Source: an optimization exercise on an open RTL-to-GDS flow (aim: small area and a short achievable clock period). Production flows keep margins and buffers that such runs may drop.
RTL that was checked went through simulation tests only; none was proved equivalent to the original.

## adc_mul
module adc_mul
(
    input  logic         clk_i,
    input  logic         rst_i,
    input  logic [11:0]  x_i,
    input  logic [11:0]  y_i,
    input  logic [11:0]  z_i,
    output logic [11:0]  fp_o
);
    localparam int C2 = 9;     
    localparam int C3 = 20;    
    logic [11:0] x1, y1, z1;
    always_ff @(posedge clk_i) begin
        x1 <= x_i;
        y1 <= y_i;
        z1 <= z_i;
    end
    logic [2:0] vld;
    always_ff @(posedge clk_i or posedge rst_i) begin
        if (rst_i) vld <= '0;
        else       vld <= {vld[1:0], 1'b1};
    end
    logic [10:0] ny1, nz1;
    logic [4:0]  sh1;
    logic        ge1;
    adc_norm u_norm (.x(x1), .y(y1), .z(z1), .ny(ny1), .nz(nz1), .sh(sh1), .ge(ge1));
    logic [13:0] ws [1:24];
    logic [13:0] wc [1:24];
    logic [13:0] yy1, zz1;
    assign yy1   = ge1 ? {3'b001, ny1} : {2'b01, ny1, 1'b0};
    assign zz1   = ~{3'b001, nz1};
  ...
Size in the first run: about 2400 cells after synthesis, roughly 26000 µm² of cells after synthesis.
export LEC_CHECK = 0
export CAP_MARGIN = 20
export CORE_MARGIN = 2
export CORE_UTILIZATION = 40
export CTS_BUF_LIST = sky130_fd_sc_hd__clkbuf_4
export SLEW_MARGIN = 20
export SYNTH_HIERARCHICAL = 1
export SYNTH_MINIMUM_KEEP_SIZE = 0
create_clock -name core_clock -period 95.0 [get_ports {clk_i}]
run.sh (not shown) runs the stock make flow with config.mk's settings and CLKGATE_MAP_FILE= SYNTH_SCRIPT=/design/flow/synth_recipe.tcl, a recipe that flattens the netlist after the stock synthesis.
The starting point completed without violations.
Next try:
==> flow/flow/run.sh (new file) <==
#!/bin/bash
# The standard layout (standard.sh), with the input and output ports
# buffered by sky130_fd_sc_hd__buf_2 cells instead of the cell buffer_ports picks
# by default. Everything else, synthesis included, is the standard flow.
set -euo pipefail
export BUFFER_PORTS_ARGS="-buffer_cell sky130_fd_sc_hd__buf_2"
bash standard.sh > standard.log 2>&1
==> flow/standard.sh (new file) <==
#!/bin/bash
# synth_recipe.tcl (not shown) runs the flow's synth.tcl, then flattens the netlist and writes it again
# the make line also repeats each setting of config.mk as NAME=value (left out here)
make -C /OpenROAD-flow-scripts/flow DESIGN_CONFIG=/design/flow/config.mk WORK_HOME=/design/flow/orfs CLKGATE_MAP_FILE= SYNTH_SCRIPT=/design/flow/synth_recipe.tcl "${@:-finish}"
Settings changed: CTS_BUF_LIST sky130_fd_sc_hd__clkbuf_4 to sky130_fd_sc_hd__clkbuf_8.
removed: flow/run.sh
Outcome: Sequential share of layout area went up by 0.12 points. Cell area is lower by 0.66%. Clock skew drops by 0.046 ns. Die area is unchanged. Via count goes down by 0.41%. Routed wire length increases by about 1.4%. Worst hold slack improved by 0.034 ns. Worst setup slack gains 0.46 ns. Global-route usage rises by 0.24 points.
Next try:
==> flow/flow/run.sh (replaced) <==
#!/bin/bash
# The standard layout (standard.sh), with the input and output ports
# buffered by sky130_fd_sc_hd__buf_1 cells instead of the cell buffer_ports picks
# by default. Everything else, synthesis included, is the standard flow.
set -euo pipefail
export BUFFER_PORTS_ARGS="-buffer_cell sky130_fd_sc_hd__buf_1"
bash standard.sh > standard.log 2>&1
The changed run completed with no timing, DRC or antenna violations.
Worst setup slack is better by 0.012 ns.
Final cell count stays flat.
Die area is unchanged.
Register-to-register slack is better by 0.19 ns.
Wire length decreases by 0.72%.
Cell area hardly moves.
Via count barely changes.
Non-clock buffer count increases by 1.
Clock-buffer cell count increases by 7.
Next try:
==> flow/run.sh (new file) <==
#!/bin/bash
# synth_recipe.tcl (not shown) runs the flow's synth.tcl, then flattens the netlist and writes it again
# the make line also repeats each setting of config.mk as NAME=value (left out here)
make -C /OpenROAD-flow-scripts/flow DESIGN_CONFIG=/design/flow/config.mk WORK_HOME=/design/flow/orfs CLKGATE_MAP_FILE= SYNTH_SCRIPT=/design/flow/synth_recipe.tcl finish
Settings changed: CTS_BUF_LIST sky130_fd_sc_hd__clkbuf_8 to unset.
removed: flow/flow/run.sh
removed: flow/standard.sh
=> Via count shrinks by 0.50%; hold slack gets better by 0.0060 ns; critical path depth is unchanged; area after synthesis does not change; setup slack got worse by 0.32 ns; clock skew decreases by 0.034 ns; wire length drops by 1.1%; design area climbs by 1.1%; fmax fell by 1.5%.
Function was not checked in any run of this note: the RTL went through the layout flow alone.

== job 968 ==
Another version of the RTL of adc_mul (not shown whole).
Size: roughly 2,400 cells after synthesis, ~50 I/O pins, roughly 26,000 um^2 of cells after synthesis.
Settings: LEC_CHECK=0, CAP_MARGIN=20, CORE_MARGIN=2, CORE_UTILIZATION=40, CTS_BUF_LIST=sky130_fd_sc_hd__clkbuf_8, SLEW_MARGIN=20, SYNTH_HIERARCHICAL=1, SYNTH_MINIMUM_KEEP_SIZE=0; clock period 95.0 ns.
Stock flow here: none of the scripts above is used.
diff inputs: job 968 => job 6040
==> flow/flow/run.sh (new file) <==
#!/bin/bash
# The standard layout (standard.sh), with the input and output ports
# buffered by sky130_fd_sc_hd__buf_2 cells instead of the cell buffer_ports picks
# by default. Everything else, synthesis included, is the standard flow.
set -euo pipefail
export BUFFER_PORTS_ARGS="-buffer_cell sky130_fd_sc_hd__buf_2"
bash standard.sh > standard.log 2>&1
==> flow/standard.sh (new file) <==
#!/bin/bash
# synth_recipe.tcl (not shown) runs the flow's synth.tcl, then flattens the netlist and writes it again
# the make line also repeats each setting of config.mk as NAME=value (left out here)
make -C /OpenROAD-flow-scripts/flow DESIGN_CONFIG=/design/flow/config.mk WORK_HOME=/design/flow/orfs CLKGATE_MAP_FILE= SYNTH_SCRIPT=/design/flow/synth_recipe.tcl "${@:-finish}"
removed: flow/run.sh
==> notes.md <==
Result: PASS for each of job 6040 and job 968. Comparing job 968 with job 6040, the routed wire length came out essentially unchanged. Job 6040 ends up with a final area that is 0.72% lower than in job 968. First-pass GRT wire length essentially unchanged between job 968 and job 6040. Per the comparison of job 6040 with job 968, sum of routed wire segments on met1 increased 1.2%, met2 demand-to-capacity share in global routing now sits at about the same level, clock-buffer cell count rose by about 13%. Against job 968, job 6040 reports a area added between synthesis and finish that is lower. Of job 6040 and job 968, job 968 shows the lower worst-case setup margin in the final layout, with job 6040 above it.

Another version of the RTL of adc_mul (not shown whole).
Size: ~50 I/O pins, about 25000 um^2 of cells after synthesis.
==> flow/config.mk <==
export PLATFORM = sky130hd
export DESIGN_NAME = adc_mul
export DESIGN_NICKNAME = adc_mul
export VERILOG_FILES = /design/flow/design.v
export SDC_FILE = /design/flow/constraint.sdc
export NUM_CORES = 4
export LEC_CHECK = 0
export CAP_MARGIN = 20
export CORE_MARGIN = 2
export CORE_UTILIZATION = 40
export SLEW_MARGIN = 20
export SYNTH_HIERARCHICAL = 1
export SYNTH_MINIMUM_KEEP_SIZE = 0
==> flow/constraint.sdc <==
create_clock -name core_clock -period 95.0 [get_ports {clk_i}]
set_input_delay 19.0000 -clock core_clock [delete_from_list [all_inputs] [get_ports {clk_i}]]
set_output_delay 19.0000 -clock core_clock [all_outputs]
set_load 0.01 [all_outputs]
standard.sh (not shown) runs the stock make flow with config.mk's settings and CLKGATE_MAP_FILE= SYNTH_SCRIPT=/design/flow/synth_recipe.tcl, a recipe that flattens the netlist after the stock synthesis.
==> flow/flow/run.sh <==
#!/bin/bash
# The standard layout (standard.sh), with the input and output ports
# buffered by sky130_fd_sc_hd__buf_2 cells instead of the cell buffer_ports picks
# by default, and clock tree synthesis asked for larger sink clusters (fewer
# clock buffers, clkbuf_16 throughout). Everything else, synthesis included, is the
# standard flow.
set -euo pipefail
export BUFFER_PORTS_ARGS="-buffer_cell sky130_fd_sc_hd__buf_2"
export CTS_ARGS="-sink_clustering_enable -repair_clock_nets -buf_list sky130_fd_sc_hd__clkbuf_16 -root_buf sky130_fd_sc_hd__clkbuf_16 -sink_clustering_size 30 -sink_clustering_max_diameter 120"
bash standard.sh > standard.log 2>&1
Change:
--- a/flow/flow/run.sh
+++ b/flow/flow/run.sh
@@ -3 +3 @@
-# buffered by sky130_fd_sc_hd__buf_2 cells instead of the cell buffer_ports picks
+# buffered by sky130_fd_sc_hd__buf_1 cells instead of the cell buffer_ports picks
@@ -8 +8 @@
-export BUFFER_PORTS_ARGS="-buffer_cell sky130_fd_sc_hd__buf_2"
+export BUFFER_PORTS_ARGS="-buffer_cell sky130_fd_sc_hd__buf_1"
=> The changed run passed the timing, DRC and antenna checks; utilization is about the same; routed wire length stays the same; sequential share of layout area is about the same; clock-buffer cell count stays the same.

run 1:
adc_mul, a different RTL version from the one above (not shown whole).
For scale: about 2400 cells after synthesis, roughly 50 I/O pins, roughly 26000 sq um of cells after synthesis.
clock: 95.0 ns
lec_check: 0
cap_margin: 20
core_margin: 2
core_utilization: 40
slew_margin: 20
synth_hierarchical: 1
synth_minimum_keep_size: 0
==> flow/flow/run.sh <==
#!/bin/bash
# The standard layout (standard.sh), with the input and output ports
# buffered by sky130_fd_sc_hd__buf_2 cells instead of the cell buffer_ports picks
# by default, and clock tree synthesis asked for larger sink clusters so that
# the tree has fewer levels. Everything else, synthesis included, is the
# standard flow.
set -euo pipefail
export BUFFER_PORTS_ARGS="-buffer_cell sky130_fd_sc_hd__buf_2"
export CTS_ARGS="-sink_clustering_enable -repair_clock_nets -buf_list sky130_fd_sc_hd__clkbuf_8 -root_buf sky130_fd_sc_hd__clkbuf_16 -sink_clustering_size 18 -sink_clustering_max_diameter 90"
bash standard.sh > standard.log 2>&1
Changes in run 2 relative to run 1:
==> flow/flow/run.sh <==
#!/bin/bash
# The standard layout (standard.sh), with the input and output ports
# buffered by sky130_fd_sc_hd__buf_2 cells instead of the cell buffer_ports picks
# by default. Everything else, synthesis included, is the standard flow.
set -euo pipefail
export BUFFER_PORTS_ARGS="-buffer_cell sky130_fd_sc_hd__buf_2"
bash standard.sh > standard.log 2>&1
--- a/flow/config.mk
+++ b/flow/config.mk
@@ -10 +10,3 @@
-export CORE_UTILIZATION = 40
+export CORE_UTILIZATION = 55
+export CTS_BUF_LIST = sky130_fd_sc_hd__clkbuf_8
+export PLACE_DENSITY = 0.7
==> comparison <==
- Highest attainable clock frequency on run 2 is behind run 1.
- Cmp run 1 and run 2 / non-clock buffer count / lower: run 1
- Run 2: full flow OK, the timing, DRC and antenna checks passed
- Between run 2 and run 1, it is run 2 whose global-route met1 utilization is higher, by 7.7 points.
- Compared with run 1, run 2 shows a utilization that is 16 points higher.
Setup changes, run 2 to run 3
--- a/flow/flow/run.sh
+++ b/flow/flow/run.sh
@@ -4 +4,3 @@
-# by default. Everything else, synthesis included, is the standard flow.
+# by default, and clock tree synthesis asked for larger sink clusters so that
+# the tree has fewer levels. Everything else, synthesis included, is the
+# standard flow.
@@ -6,0 +9 @@
+export CTS_ARGS="-sink_clustering_enable -repair_clock_nets -buf_list sky130_fd_sc_hd__clkbuf_16 -root_buf sky130_fd_sc_hd__clkbuf_16 -sink_clustering_size 30 -sink_clustering_max_diameter 120"
--- a/flow/config.mk
+++ b/flow/config.mk
@@ -10,3 +10 @@
-export CORE_UTILIZATION = 55
-export CTS_BUF_LIST = sky130_fd_sc_hd__clkbuf_8
-export PLACE_DENSITY = 0.7
+export CORE_UTILIZATION = 40
Notes after the runs:
Delta (run 3 minus run 2): clock transition at the registers of the reported paths grew by 0.05 ns, count of clock-net buffers in the final layout shrank by 26.
As of run 3, final standard cell area without fillers had fallen slightly compared to run 2.
Sort run 3 and run 2 by full die area asc -> top: run 2
The met1 layer wirelength in the final routing in run 3 sits 6.8% above the value recorded for run 2.
Run 3 ends up with a routed wire length that is about 2.3% higher than in run 2.
Setup changes, run 3 to run 4
--- a/flow/flow/run.sh
+++ b/flow/flow/run.sh
@@ -9 +9 @@
-export CTS_ARGS="-sink_clustering_enable -repair_clock_nets -buf_list sky130_fd_sc_hd__clkbuf_16 -root_buf sky130_fd_sc_hd__clkbuf_16 -sink_clustering_size 30 -sink_clustering_max_diameter 120"
+export CTS_ARGS="-sink_clustering_enable -repair_clock_nets -buf_list sky130_fd_sc_hd__clkbuf_16 -root_buf sky130_fd_sc_hd__clkbuf_16 -sink_clustering_size 24 -sink_clustering_max_diameter 90 -sink_clustering_levels 1"
--- outcome ---
- Run 4: no failed stages, no open violations at the end
- Run 4 vs. run 3: setup slack on the worst flop-to-flop path now larger, minimum period implied by the final worst setup slack increased by 0.021 ns relative to the old numbers.
- Run 3 → run 4: number of buffers added by the clock tree synthesis step grew by 5, via count essentially unchanged.

[what the ideal ports hide]
The results above use ideal ports. As a check the final layouts listed here were re-extracted and re-timed, cells and wires unchanged. Step 1: set_driving_cell puts a clkbuf_16 on clk_i and a buf_2 on each other input, an assumption about the parent block. Step 2 times the ports against the registers' clock, not the clock port: input delays grow and output delays shrink by t, the midpoint of the rising clock arrivals with the driver on. Three values: ideal, step 1, step 2; two values: the first two.
| run | shift t [ns] | slack for setup (ns) | worst setup path after step 2 |
|---|---|---|---|
| the first run of note 1 | 0.758 | 74.459 / 74.408 / 75.166 | register to output |
| the second run of note 1 | 0.633 | 74.915 / 74.861 / 75.495 | register to output |
| the third run of note 1 | 0.617 | 74.927 / 74.872 / 75.488 | register to output |
| the fourth run of note 1 | 0.583 | 74.611 / 74.551 / 75.134 | register to output |
| job 968 | 0.615 | 74.594 / 74.533 / 75.148 | register to output |
| job 6040 | 0.611 | 74.948 / 74.888 / 75.499 | register to output |
| the first run of note 3 | 0.536 | 74.998 / 74.943 / 75.479 | register to output |
| the second run of note 3 | 0.536 | 75.009 / 74.955 / 75.491 | register to output |
| run 1 | 0.542 | 74.983 / 74.925 / 75.467 | register to output |
| run 2 | 0.622 | 74.895 / 74.847 / 75.469 | register to output |
| run 3 | 0.540 | 75.001 / 74.947 / 75.487 | register to output |
| run 4 | 0.553 | 74.979 / 74.925 / 75.478 | register to output |
After both steps setup and hold are still met in every run listed.
